This design comes from an exercise in tuning for small area, a short achievable clock period and few clock cycles on the open sky130 flow, not from production work. At most, simulation tests tie the RTL to the original design; equivalence was not proved. For runs 1 and 2, only the layout was checked, not whether the RTL still works.

==> flow/design.v <==
module JAM (
	input				CLK,
	input				RST,
	output	reg	[2:0]	W,
	output	reg	[2:0]	J,
	input		[6:0]	Cost,
	output	reg	[3:0]	MatchCount,
	output	reg	[9:0]	MinCost,
	output	reg			Valid
);
localparam	S_A		= 4'd0;		 
localparam	S_SEL	= 4'd1;		 
localparam	S_C		= 4'd2;		 
localparam	S_D		= 4'd3;		 
localparam	S_AUG	= 4'd4;		 
localparam	S_U		= 4'd5;		 
localparam	S_B1	= 4'd6;		 
localparam	S_B2	= 4'd7;		 
localparam	S_CNT	= 4'd8;		 
localparam	S_DONE	= 4'd9;
reg [3:0]	state;
reg [6:0]	nv   [0:7];		 
reg [7:0]	dst [0:7];		 
reg [3:0]	pred [0:7];		 
reg [2:0]	p    [0:7];		 
reg [7:0]	mcol;			 
reg [7:0]	sc;				 
reg [7:0]	delta;			 
reg [7:0]	ur;				 
reg [7:0]	bv;				 
reg [2:0]	bj;				 
reg [2:0]	jc;				 
reg [2:0]	I;				 
reg			first;
function [3:0] next_free;
	input [7:0] b;
	input [3:0] a;
	integer k;
	begin
		next_free = 4'd8;
		for (k = 7; k >= 0; k = k - 1)
			if (!b[k] && (a[3] || k > a)) next_free = k;
	end
endfunction
function [2:0] col_of;
	input [2:0] r;
	input [23:0] pp;
	integer k;
	begin
		col_of = 3'd0;
		for (k = 0; k < 8; k = k + 1)
			if (pp[3*k +: 3] == r) col_of = k;
	end
endfunction
wire [23:0]	p_flat = {p[7], p[6], p[5], p[4], p[3], p[2], p[1], p[0]};
wire [6:0]	nvJ   = nv[J];
wire [7:0]	dstJ = dst[J];
wire [6:0]	nv_up = sc[J] ? nvJ + delta[6:0] - dstJ[6:0] : nvJ;
wire [6:0]	nv_a  = (I == 3'd0) ? 7'd0 : nv_up;
wire [7:0]	d_a   = Cost + nv_a;
wire [8:0]	nd    = delta + Cost + nvJ - ur;
wire		upd   = nd < {1'b0, dstJ};
wire [7:0]	dn    = upd ? nd[7:0] : dstJ;
wire [7:0]	tc    = Cost + nvJ;
wire [3:0]	n_sc  = next_free(sc, {1'b0, J});
wire [3:0]	n_sc0 = next_free(sc, 4'd8);
wire [7:0]	onehotJ = 8'd1 << J;
wire [7:0]	trow  = dst[I];
wire [3:0]	n_cnt = next_free(~trow | sc, first ? 4'd8 : {1'b0, bj});
wire [2:0]	jbk   = pred[I - 3'd1][2:0];
wire [7:0]	sc_bk = sc & ~(8'd1 << jbk);
wire [3:0]	n_par = next_free(~dst[I - 3'd1] | sc_bk, {1'b0, jbk});
wire [3:0]	fa    = next_free(sc, 4'd8);
wire [3:0]	fb    = next_free(sc, fa);
wire [3:0]	fc    = next_free(sc, fb);
wire [7:0]	t5    = dst[5];
wire [7:0]	t6    = dst[6];
wire [7:0]	t7    = dst[7];
wire [2:0]	ra    = {t5[fc[2:0]], t5[fb[2:0]], t5[fa[2:0]]};
wire [2:0]	rb    = {t6[fc[2:0]], t6[fb[2:0]], t6[fa[2:0]]};
wire [2:0]	rc    = {t7[fc[2:0]], t7[fb[2:0]], t7[fa[2:0]]};
wire [2:0]	c5    = {2'b00, ra[0] & rb[1] & rc[2]} + {2'b00, ra[0] & rb[2] & rc[1]}
					+ {2'b00, ra[1] & rb[0] & rc[2]} + {2'b00, ra[1] & rb[2] & rc[0]}
					+ {2'b00, ra[2] & rb[0] & rc[1]} + {2'b00, ra[2] & rb[1] & rc[0]};
always @(posedge CLK) begin
	if (RST) begin
		state		<= S_A;
		I			<= 3'd0;
		W			<= 3'd0;
		J			<= 3'd0;
		mcol		<= 8'd0;
		sc			<= 8'd0;
		MinCost		<= 10'd0;
		MatchCount	<= 4'd0;
		Valid		<= 1'b0;
	end else begin
		case (state)
		S_A: begin
			nv[J]	<= nv_a;
			dst[J]	<= d_a;
			pred[J]	<= 4'b1000;
			sc[J]	<= 1'b0;
			if (J == 3'd0 || d_a < bv) begin
				bv	<= d_a;
				bj	<= J;
			end
			J		<= J + 3'd1;
			if (J == 3'd7) state <= S_SEL;
		end
		S_SEL: begin
			delta	<= bv;
			J		<= bj;
			if (!mcol[bj]) begin
				state	<= S_AUG;
			end else begin
				sc[bj]	<= 1'b1;
				jc		<= bj;
				W		<= p[bj];
				state	<= S_C;
			end
		end
		S_C: begin
			ur		<= Cost + nvJ;
			J		<= n_sc0[2:0];
			first	<= 1'b1;
			state	<= S_D;
		end
		S_D: begin
			if (upd) begin
				dst[J]	<= nd[7:0];
				pred[J]	<= {1'b0, jc};
			end
			if (first || dn < bv) begin
				bv	<= dn;
				bj	<= J;
			end
			first	<= 1'b0;
			if (!n_sc[3]) J <= n_sc[2:0];
			else state <= S_SEL;
		end
		S_AUG: begin
			mcol[J]	<= 1'b1;
			if (pred[J][3]) begin
				p[J]	<= I;
				J		<= 3'd0;
				if (I == 3'd7) begin
					state	<= S_U;
				end else begin
					I		<= I + 3'd1;
					W		<= I + 3'd1;
					state	<= S_A;
				end
			end else begin
				p[J]	<= p[pred[J][2:0]];
				J		<= pred[J][2:0];
			end
		end
		S_U: begin
			nv[J]	<= nv_up;
			J		<= J + 3'd1;
			if (J == 3'd7) begin
				W		<= 3'd0;
				J		<= col_of(3'd0, p_flat);
				state	<= S_B1;
			end
		end
		S_B1: begin
			ur		<= tc;
			MinCost	<= MinCost + Cost;
			sc		<= onehotJ;
			bv		<= onehotJ;
			J		<= next_free(onehotJ, 4'd8);
			state	<= S_B2;
		end
		S_B2: begin
			if (tc == ur) bv[J] <= 1'b1;
			if (!n_sc[3]) begin
				J		<= n_sc[2:0];
			end else begin
				dst[W]	<= bv | ((tc == ur) ? onehotJ : 8'd0);
				if (W == 3'd7) begin
					sc		<= 8'd0;
					I		<= 3'd0;
					first	<= 1'b1;
					state	<= S_CNT;
				end else begin
					W		<= W + 3'd1;
					J		<= col_of(W + 3'd1, p_flat);
					state	<= S_B1;
				end
			end
		end
		S_CNT: begin
			if (I == 3'd5) MatchCount <= MatchCount + {1'b0, c5};
			if (I != 3'd5 && !n_cnt[3]) begin
				pred[I]	<= {1'b0, n_cnt[2:0]};
				sc[n_cnt[2:0]]	<= 1'b1;
				I		<= I + 3'd1;
				first	<= 1'b1;
			end else if (I == 3'd0) begin
				state	<= S_DONE;
			end else if (!n_par[3]) begin
				pred[I - 3'd1]	<= {1'b0, n_par[2:0]};
				sc		<= sc_bk | (8'd1 << n_par[2:0]);
				first	<= 1'b1;
			end else begin
				I		<= I - 3'd1;
				sc		<= sc_bk;
				bj		<= jbk;
				first	<= 1'b0;
			end
		end
		default: begin
			Valid	<= 1'b1;
		end
		endcase
	end
end
endmodule
==> flow/run.sh <==
#!/bin/bash
# synth_recipe.tcl (not shown) runs the flow's synth.tcl, then flattens the netlist and writes it again
# the make line also repeats each setting of config.mk as NAME=value (left out here)
make -C /OpenROAD-flow-scripts/flow DESIGN_CONFIG=/design/flow/config.mk WORK_HOME=/design/flow/orfs CLKGATE_MAP_FILE= SYNTH_SCRIPT=/design/flow/synth_recipe.tcl finish
==> flow/config.mk <==
export PLATFORM = sky130hd
export DESIGN_NAME = JAM
export DESIGN_NICKNAME = JAM
export VERILOG_FILES = /design/flow/design.v
export SDC_FILE = /design/flow/constraint.sdc
export NUM_CORES = 4
export LEC_CHECK = 0
export CAP_MARGIN = 20
export CORE_MARGIN = 2
export CORE_UTILIZATION = 40
export SETUP_SLACK_MARGIN = 2
export SLEW_MARGIN = 20
==> flow/constraint.sdc <==
create_clock -name core_clock -period 10.0 [get_ports {CLK}]
set_input_delay 2.0000 -clock core_clock [delete_from_list [all_inputs] [get_ports {CLK}]]
set_output_delay 2.0000 -clock core_clock [all_outputs]
set_load 0.01 [all_outputs]
==> impl_metrics.json, run 1 <==
{
  "slew_headroom_pct": 25.2,
  "worst_pin_slew_ns": 1.12,
  "io_buffers": 29,
  "fillerInstances": 4209,
  "clockBufferDepth": 3,
  "cp_max_fo": 10,
  "yosysTopAreaCell": "edfxtp_1",
  "worstSetupStartpointType": "input pin",
  "path_clk_slew_ns": 0.06,
  "finalClockSkew_ns": 0.0319,
  "ff2ff_setup_slack_ns": 2.43,
  "ios": 30,
  "worstPathRequired_ns": 10.37,
  "gp_congestion": 0.948,
  "dieArea_sq_um": 47300,
  "grt_pass1_vias": 14300,
  "hp-start": "MinCost[2]",
  "syn-mean-instance-area_sq_um": 10.8,
  "grt_first_pass_wirelength_mm": 89.9,
  "area_growth_pct": 11.9,
  "clk_latency_ns": 0.62,
  "ys_seq_elements": 260,
  "synth_area_sq_um": 18200,
  "coreArea_sq_um": 45200,
  "drt_iter0_drc": 1866,
  "finalNonFillerCells": 2331,
  "synth_area_leaders": "edfxtp_1, mux4_2, dfxtp_1",
  "vias": 14900,
  "dr.pass1.iters": 6,
  "cp_data_arrival_time_ns": 8.14,
  "routed_wl_mm": 59.5,
  "initial_core_util_pct": 40.3,
  "grt_start_max_net_pins": 53,
  "route.detailed.drc": 0,
  "reg2reg_depth": 24,
  "final_cell_mix": "edfxtp_1, nor2_1, a21oi_1, nand2_1, mux4_2",
  "rsz0062_at_grt": "no",
  "wl_per_cell_microns": 25.5,
  "place_inst": 2262,
  "ys_types": 97,
  "diodes": 0,
  "fin_crit_sh_pct": 77.7,
  "via_per_inst": 6.38,
  "netlist_instances": 1690,
  "grt.overflow.total": 0,
  "tns_ns": 0,
  "rows": 78,
  "cts_tree": "built",
  "outcome": "complete, no violations",
  "crit_path_start": "Cost[1]",
  "synth_top_area_share_pct": 34.1,
  "antenna_found_initial": 0,
  "num-nets-final": 1824,
  "synth_top_flop_cell": "edfxtp_1",
  "synth_nets": 1808,
  "worstSetupPathType": "input pin to register",
  "root_buffer": "clkbuf_16",
  "holdPathEnd": "MinCost[2]",
  "hold_depth": 2,
  "die_x_microns": 217,
  "antenna_left": 0,
  "synth-seq-area-share_pct": 39.9,
  "fmaxAchievable_mhz": 129,
  "hold_class": "register to register",
  "ys_warn_count": 1,
  "cp-end-kind": "register",
  "hpwlAfterDp_mm": 43.5,
  "drive_gt1_share_pct": 15.3,
  "htreeDepth": 1,
  "hold_viol": 0,
  "cts_hold_buffers": 0,
  "seq_area_sq_um": 7280,
  "synth_edf_count": 207,
  "chipHeight_microns": 217,
  "track_usage_pct": 25.0,
  "maxCapViolCount": 0,
  "ys_async_sr_fraction_pct": 0,
  "cts.sinks": 260,
  "fin_crit_ns": 7.77,
  "multi_input_area_sq_um": 10300,
  "cts_made_buffers": 31,
  "layout_commonest_cell": "edfxtp_1",
  "setup_viol": 0,
  "slew_viol_final": 0
}
[worst max-delay path by stage]
stage               endpoint  slack, ns  depth (start not counted)
global route           bv[7]       1.92                         27
detailed placement     bv[0]       0.51                         24
global placement       bv[0]       0.72                         26
floorplan              bv[0]       2.12                         25
CTS                 register       2.01                         26
finish                 bv[2]       2.23                         27
[worst max-delay path, stage by stage]
cell and delay [ns]:
clkdlybuf4s50_1 0.45, buf_4 0.16, inv_2 0.07, fa_1 0.53
inv_1 0.05, fa_1 0.46, ha_2 0.22, fa_1 0.40
a21o_1 0.19, a21oi_2 0.18, xnor2_2 0.16, ha_1 0.31
a31oi_2 0.28, nand4_1 0.18, a31oi_4 0.28, nand2_4 0.12
buf_4 0.21, nor2_1 0.11, a21oi_1 0.09, ha_1 0.36
o21ai_0 0.11, a2111oi_1 0.47, a211oi_2 0.08, a211oi_2 0.23
buf_4 0.18, a211oi_2 0.04, buf_4 0.23
[synth_stat cells, types with 10 or more instances]
master / n
dfxtp_1: 53
nand2b_1: 11
ha_1: 81
xnor2_1: 39
xor2_1: 25
or3_1: 14
clkbuf_1: 59
mux2i_1: 44
nand3_1: 37
a21oi_1: 123
edfxtp_1: 207
o211ai_1: 12
fa_1: 28
a21o_1: 15
o22ai_1: 10
mux2_2: 30
nand2_1: 113
mux4_2: 89
o21bai_1: 15
nor3_1: 51
nor2_1: 147
a31oi_1: 32
inv_1: 89
o31ai_1: 10
buf_2: 15
a211oi_1: 34
nor2b_1: 23
nand4_1: 14
o21ai_0: 75
[flip-flops by register name, indices dropped and copies added, names as in the netlist, 3 cells and up, named ones only]
name / cells
dst: 64
sc: 8
state: 4
bv: 8
MatchCount: 4
mcol: 8
MinCost: 10
pred: 32
ur: 8
nv: 56
I: 3
jc: 3
W: 3
bj: 3
p: 24
delta: 8
J: 3
[per-layer routing]
metal	wire (microns)	GRT usage, %	share of wire [%]
met2	27500	40.1	46
met5	0	0	0
met4	1770	6.89	3.0
met1	25900	35.7	44
met3	4330	3.15	7.3
[cell type report]
cell class | count | area share, %
clock inverter | 24 | 1.34
inverter | 91 | 1.67
clock buffer | 34 | 3.96
sequential | 260 | 35.7
timing repair buffer | 74 | 3.07
tap | 600 | 3.68
multi-input combinational | 1248 | 50.6
[what timing repair did]
item                       CTS  global route
setup endpoints to repair   30            14
cloned                       0             0
pin swaps                    3            13
resized for setup           11            17
buffers inserted             4             6
[logic make-up (layout without fill, tap and decap cells)]
logic type	after synthesis	count (layout)	synth area share [%]
simple gates	466	466	12.3
buf+inv	182	223	4.20
compound gates	442	442	16.2
fa+ha+maj	111	111	8.74
xor+xnor	65	65	3.16
flops	260	260	39.9
mux	164	164	15.4
[through the flow]
stage | util [%] | setup slack [ns] | hold slack (ns) | instance area, sq um
finish | 45.2 | 2.23 | 0.470 | 20400
global route | 45.2 | 1.92 | 0.509 | 20400
CTS | 44.9 | 2.01 | 0.475 | 20300
detailed placement | 42.3 | 0.511 | 0.458 | 19100
global placement | 42.3 | 0.719 | 0.443 | 19100
floorplan | - | 2.12 | 0.424 | 18200
==> run 2, diff against run 1 <==
--- a/flow/config.mk
+++ b/flow/config.mk
@@ -10,3 +10,3 @@
 export CORE_UTILIZATION = 40
-export SETUP_SLACK_MARGIN = 2
+export SETUP_SLACK_MARGIN = 0
 export SLEW_MARGIN = 20
==> impl_metrics.json, run 2 <==
{
  "io_buffers": 29,
  "fmaxAchievable_mhz": 111,
  "clk_latency_ns": 0.59,
  "worstSetupPathType": "input pin to register",
  "cts_hold_buffers": 0,
  "tns_ns": 0,
  "synth-seq-area-share_pct": 39.9,
  "initial_core_util_pct": 40.3,
  "drt_iter0_drc": 1562,
  "ys_seq_elements": 260,
  "cp-end-kind": "register",
  "grt_pass1_vias": 14400,
  "synth_top_family_by_area": "compound AO/OA/AOI/OAI gates",
  "cts_made_buffers": 30,
  "synth_top_flop_cell": "edfxtp_1",
  "synth_area_sq_um": 18200,
  "cts_tree": "built",
  "num-nets-final": 1814,
  "layout_commonest_cell": "edfxtp_1",
  "diodes": 0,
  "cts.sinks": 260,
  "hpwlAfterDp_mm": 43.8,
  "antenna_left": 0,
  "chipHeight_microns": 217,
  "path_clk_slew_ns": 0.07,
  "slew_viol_final": 0,
  "area_growth_pct": 10.4,
  "synth_area_leaders": "edfxtp_1, mux4_2, dfxtp_1",
  "drive_gt1_share_pct": 13.6,
  "wl_per_cell_microns": 25.4,
  "ys_warn_count": 1,
  "synth_compound_area_share_pct": 16.2,
  "ios": 30,
  "synth_top_area_share_pct": 34.1,
  "worstSetupStartpointType": "input pin",
  "antenna_found_initial": 0,
  "dr.pass1.iters": 6,
  "synthMuxAreaShare_pct": 15.4,
  "outcome": "complete, no violations",
  "track_usage_pct": 24.9,
  "routed_wl_mm": 58.8,
  "synth_nets": 1808,
  "grt_first_pass_wirelength_mm": 90.0,
  "hold_class": "register to register",
  "dieArea_sq_um": 47300,
  "worst_pin_slew_ns": 1.12,
  "final_cell_mix": "edfxtp_1, nor2_1, a21oi_1, nand2_1",
  "coreArea_sq_um": 45200,
  "maxCapViolCount": 0,
  "vias": 14700,
  "synth.most_common_cell": "edfxtp_1",
  "yosys-top-cells-count": "edfxtp_1, nor2_1, a21oi_1, nand2_1",
  "utilization_pct": 44.5,
  "synthAdderAreaFrac_pct": 8.74,
  "largest_registers": "dst x64, nv x56, pred x32",
  "synth_xor_area_share_pct": 3.16,
  "die_x_microns": 217,
  "cp_data_arrival_time_ns": 9.44,
  "ys_types": 97,
  "setup_viol": 0,
  "worstPathRequired_ns": 10.45,
  "synth_simple_gate_area_share_pct": 12.3,
  "root_buffer": "clkbuf_16",
  "fin_crit_sh_pct": 89.9,
  "via_per_inst": 6.33,
  "grt.overflow.total": 0,
  "cts_resized": 0,
  "fin_crit_ns": 8.99,
  "finalClockSkew_ns": 0.0261,
  "gp_congestion": 0.962,
  "netlist_instances": 1690,
  "rows": 78,
  "hold_viol": 0,
  "holdWs_ns": 0.468,
  "yosysTopAreaCell": "edfxtp_1",
  "syn-mean-instance-area_sq_um": 10.8,
  "cts_setup_buffers": 0,
  "htreeDepth": 1,
  "rsz0062_at_grt": "no",
  "route.detailed.drc": 0,
  "cp_max_fo": 15,
  "grt_start_max_net_pins": 53,
  "largest_reg_flops": 64,
  "ys_async_sr_fraction_pct": 0,
  "regMostFlops": "dst",
  "clockBufferDepth": 3,
  "synth_edf_count": 207,
  "slew_headroom_pct": 24.9
}
==> run 2: stage by stage <==
stage               cell area, sq um  cells  setup slack, ns
CTS                            20100   2320             1.15
detailed placement             19100   2264            0.582
global placement               19100   2264            0.764
floorplan                      18200   1690             1.86
finish                         20100   2320             1.01
global route                   20100   2320            0.518
==> run 2: critical path, stage by stage <==
cell and delay, ns:
clkdlybuf4s50_1 0.65, inv_1 0.17, fa_1 0.56, inv_1 0.06, fa_1 0.45, ha_1 0.30, a21oi_1 0.25, o2111ai_1 0.20
xor2_1 0.36, ha_1 0.34, a211oi_1 0.33, nor2b_1 0.18, o21ai_0 0.09, a31oi_1 0.40, nand2_1 0.42, o21a_1 0.33
ha_1 0.29, a21o_1 0.16, a21o_1 0.16, a21oi_1 0.15, o31ai_1 0.11, a2111oi_0 0.41, a211oi_1 0.22, nor2_1 0.43
mux2_2 0.40
==> run 2: path summary, 6_finish.rpt <==
check	from	endpoint	slack [ns]	cells past startpoint
worst min register to register	mcol[6]	mcol[6]	0.47	2
worst max register to register	register	register	1.76	23
worst min-delay path	mcol[6]	mcol[6]	0.47	2
worst max-delay path	Cost[1]	register	1.01	25
==> run 2: area by class of cell <==
| cell class | count | area (sq um) |
|---|---|---|
| repair buffers | 65 | 556 |
| clock inverters | 20 | 201 |
| multi-input cells | 1248 | 10200 |
| flip-flops and latches | 260 | 7280 |
| clock buffers | 36 | 795 |
| well taps | 600 | 751 |
| fillers | 4169 | 25100 |
| inverters | 91 | 342 |
==> run 2: kinds of logic after synthesis <==
family | Yosys count
buf+inv | 182
xor+xnor | 65
simple gates | 466
flops | 260
mux | 164
compound gates | 442
fa+ha+maj | 111
==> run 2: metal layers <==
layer  share of wire, %  track usage, %
met4                3.0            6.94
met1                 43            35.1
met5                  0               0
met2                 46            40.2
met3                7.5            3.60
==> run 3, diff against run 2 <==
--- a/flow/design.v
+++ b/flow/design.v
@@ -70,16 +70,7 @@
 wire [2:0]	jbk   = pred[I - 3'd1][2:0];
-wire [7:0]	sc_bk = sc & ~(8'd1 << jbk);
-wire [3:0]	n_par = next_free(~dst[I - 3'd1] | sc_bk, {1'b0, jbk});
 wire [3:0]	fa    = next_free(sc, 4'd8);
 wire [3:0]	fb    = next_free(sc, fa);
-wire [3:0]	fc    = next_free(sc, fb);
-wire [7:0]	t5    = dst[5];
 wire [7:0]	t6    = dst[6];
 wire [7:0]	t7    = dst[7];
-wire [2:0]	ra    = {t5[fc[2:0]], t5[fb[2:0]], t5[fa[2:0]]};
-wire [2:0]	rb    = {t6[fc[2:0]], t6[fb[2:0]], t6[fa[2:0]]};
-wire [2:0]	rc    = {t7[fc[2:0]], t7[fb[2:0]], t7[fa[2:0]]};
-wire [2:0]	c5    = {2'b00, ra[0] & rb[1] & rc[2]} + {2'b00, ra[0] & rb[2] & rc[1]}
-					+ {2'b00, ra[1] & rb[0] & rc[2]} + {2'b00, ra[1] & rb[2] & rc[0]}
-					+ {2'b00, ra[2] & rb[0] & rc[1]} + {2'b00, ra[2] & rb[1] & rc[0]};
+wire [1:0]	c6    = {1'b0, t6[fa[2:0]] & t7[fb[2:0]]} + {1'b0, t6[fb[2:0]] & t7[fa[2:0]]};
 always @(posedge CLK) begin
@@ -193,4 +184,13 @@
 		S_CNT: begin
-			if (I == 3'd5) MatchCount <= MatchCount + {1'b0, c5};
-			if (I != 3'd5 && !n_cnt[3]) begin
+			if (I == 3'd6 || n_cnt[3]) begin
+				if (I == 3'd6) MatchCount <= MatchCount + {2'b00, c6};
+				if (I == 3'd0) begin
+					state	<= S_DONE;
+				end else begin
+					I		<= I - 3'd1;
+					sc[jbk]	<= 1'b0;
+					bj		<= jbk;
+					first	<= 1'b0;
+				end
+			end else begin
 				pred[I]	<= {1'b0, n_cnt[2:0]};
@@ -199,13 +199,2 @@
 				first	<= 1'b1;
-			end else if (I == 3'd0) begin
-				state	<= S_DONE;
-			end else if (!n_par[3]) begin
-				pred[I - 3'd1]	<= {1'b0, n_par[2:0]};
-				sc		<= sc_bk | (8'd1 << n_par[2:0]);
-				first	<= 1'b1;
-			end else begin
-				I		<= I - 3'd1;
-				sc		<= sc_bk;
-				bj		<= jbk;
-				first	<= 1'b0;
 			end
--- a/flow/config.mk
+++ b/flow/config.mk
@@ -10,3 +10,3 @@
 export CORE_UTILIZATION = 40
-export SETUP_SLACK_MARGIN = 0
+export SETUP_SLACK_MARGIN = 4
 export SLEW_MARGIN = 20
==> impl_metrics.json, run 3 <==
{
  "outcome": "complete, no violations",
  "worstSetupPathType": "input pin to register",
  "clockBufferDepth": 3,
  "io_buffers": 29,
  "multi_input_area_sq_um": 9450,
  "grt.overflow.total": 0,
  "regMostFlops": "dst",
  "final_cell_mix": "edfxtp_1, nor2_1, a21oi_1, inv_1, nand2_1",
  "tns_ns": 0,
  "initial_core_util_pct": 40.4,
  "grt_pass1_vias": 13300,
  "rows": 75,
  "worstPathRequired_ns": 10.31,
  "cp-end-kind": "register",
  "synth_area_leaders": "edfxtp_1, mux4_2, dfxtp_1",
  "slew_headroom_pct": 25.3,
  "num-nets-final": 1762,
  "path_clk_slew_ns": 0.06,
  "fmaxAchievable_mhz": 148,
  "diodes": 0,
  "finalClockSkew_ns": 0.0302,
  "track_usage_pct": 24.2,
  "worstSetupStartpointType": "input pin",
  "top_layer_used": "met5",
  "finalNonFillerCells": 2208,
  "coreArea_sq_um": 41900,
  "syn-mean-instance-area_sq_um": 10.6,
  "rsz0062_at_grt": "yes",
  "die_x_microns": 210,
  "hold_viol": 0,
  "root_buffer": "clkbuf_16",
  "ys_types": 82,
  "route.detailed.drc": 0,
  "synth_nets": 1705,
  "antenna_left": 0,
  "hpwlAfterDp_mm": 39.0,
  "drt_iter0_drc": 1387,
  "gp_congestion": 0.948,
  "seq_area_sq_um": 7280,
  "ys_warn_count": 1,
  "synth_area_sq_um": 16900,
  "fin_crit_sh_pct": 67.6,
  "cts_made_buffers": 29,
  "setup_viol": 0,
  "synth_edf_count": 207,
  "synth-seq-area-share_pct": 43.1,
  "synth_top_flop_cell": "edfxtp_1",
  "chipHeight_microns": 210,
  "largest_reg_flops": 64,
  "dp_slack_ns": 1.55,
  "clk_latency_ns": 0.60,
  "fillerInstances": 3819,
  "grt_start_max_net_pins": 50,
  "vias": 13300,
  "wl_met3_mm": 3.40,
  "synth_top_area_share_pct": 36.8,
  "via_per_inst": 6.04,
  "routed_wl_mm": 53.4,
  "wl_per_cell_microns": 24.2,
  "dr.pass1.iters": 6,
  "antenna_found_initial": 0,
  "wl_met1_mm": 22.0,
  "maxCapViolCount": 0,
  "cts_hold_buffers": 0,
  "netlist_instances": 1589,
  "layout_commonest_cell": "edfxtp_1",
  "cts.sinks": 260,
  "place_inst": 2095,
  "met2_length_mm": 26.1,
  "fin_crit_ns": 6.76,
  "grt_first_pass_wirelength_mm": 80.9,
  "htreeDepth": 1,
  "dieArea_sq_um": 43900,
  "cts_tree": "built",
  "ys_async_sr_fraction_pct": 0,
  "yosys-top-cells-count": "edfxtp_1, nor2_1, a21oi_1, inv_1, nand2_1",
  "hold_class": "register to register",
  "ys_seq_elements": 260,
  "yosysTopAreaCell": "edfxtp_1",
  "drive_gt1_share_pct": 18.8,
  "ios": 30,
  "synth.most_common_cell": "edfxtp_1",
  "slew_viol_final": 0,
  "largest_registers": "dst x64, nv x56, pred x32",
  "area_growth_pct": 17.7,
  "worst_pin_slew_ns": 1.11,
  "cp_data_arrival_time_ns": 7.07,
  "cp_max_fo": 8,
  "worst_slack_ns": 3.24
}
==> run 3: cell types whose count changed in the layout (fill, tap and decap cells not counted), sizes merged, moves of 16 or more <==
cell | previous run | this run
a31oi | 32 | 13
inv | 93 | 112
buf | 37 | 85
nand2 | 114 | 98
mux4 | 89 | 58
mux2i | 45 | 63
==> run 3: final timing paths <==
| check | start | to | slack (ns) | depth (start not counted) |
|---|---|---|---|---|
| worst min-delay path | mcol[2] | mcol[2] | 0.48 | 2 |
| worst max register to register | register | bv[1] | 3.53 | 25 |
| worst max-delay path | Cost[1] | bv[1] | 3.24 | 26 |
| worst min register to register | mcol[2] | mcol[2] | 0.48 | 2 |
==> run 3: kinds of logic (layout without fill, tap and decap cells) <==
logic type	after synthesis	after routing	synth area share (%)
and+or+nand+nor	439	440	12.3
AOI/OAI and AO/OA	379	379	14.4
DFF	260	260	43.1
buffers and inverters	194	273	4.68
muxes	143	143	13.1
adders and majority gates	108	108	9.09
xor gates and xnor gates	66	66	3.42
==> run 3: critical path, cell delays in order <==
cell and delay (ns):
buf_12 0.08, inv_4 0.03, fa_1 0.47, inv_1 0.05, fa_1 0.50, ha_2 0.19, inv_2 0.04, fa_2 0.61
inv_2 0.07, ha_4 0.21, a21o_1 0.15, a21o_1 0.17, a21o_1 0.19, o2111ai_4 0.26, nand4_4 0.23, nor2_2 0.16
a21oi_2 0.06, ha_1 0.34, a21o_1 0.19, a21oi_2 0.13, o21ai_1 0.08, nor2_1 0.15, o311ai_2 0.12, a211o_1 0.30
nor3_4 0.16, buf_12 0.15
==> run 3: metal layers <==
metal / up-vias / GRT usage [%]
met2: 554 / 41.3
met5: - / 0.779
li1: 6025 / -
met4: 2 / 7.63
met1: 6629 / 31.5
met3: 119 / 3.83
==> run 3: final cells by class <==
type	instances	area share (%)
tap	539	3.39
timing repair buffer	109	5.84
inverter	110	2.09
clock buffer	36	3.78
clock inverter	18	0.817
sequential	260	36.6
multi-input combinational	1136	47.5
==> run 3: what timing repair did <==
action                                  in CTS  in global routing
cloned                                       1                  0
endpoints found under the setup margin     214                207
setup buffers                               42                 16
pin swaps                                   48                 33
resized for setup                           98                 40
==> run 3: per-stage QoR <==
step / cell area, sq um / hold WS (ns) / utilization [%]
floorplan: 17100 / 0.431 / -
global placement: 17900 / 0.448 / 42.7
detailed placement: 17900 / 0.459 / 42.7
CTS: 19600 / 0.478 / 46.8
global route: 19900 / 0.502 / 47.5
finish: 19900 / 0.475 / 47.5
Testbench counts of run 3, summed over its fixed seeds: cycles 13,815.

[what the ideal ports hide]
The results above use ideal ports. As a check the final layouts listed here were re-extracted and re-timed, cells and wires unchanged. Step 1: set_driving_cell puts a clkbuf_16 on CLK and a buf_2 on each other input, an assumption about the parent block. Step 2 also shifts input and output timing later by t, the mid clock arrival at the registers, as if the neighbouring blocks saw the same clock. Three values: ideal, step 1, step 2; two values: the first two.
| run | t (ns) | setup WS [ns] | slew at the worst register clock pin (ns) |
|---|---|---|---|
| run 1 | 0.655 | 2.226 / 2.257 / 1.602 | 0.08 / 0.08 |
| run 2 | 0.629 | 1.008 / 1.042 / 0.413 | 0.07 / 0.07 |
| run 3 | 0.635 | 3.236 / 3.222 / 2.587 | 0.08 / 0.08 |
After both steps setup and hold are still met in every run listed. For run 3, which loses most, drivers alone change the setup slack by -0.014 ns; drivers and shift together by -0.649 ns.
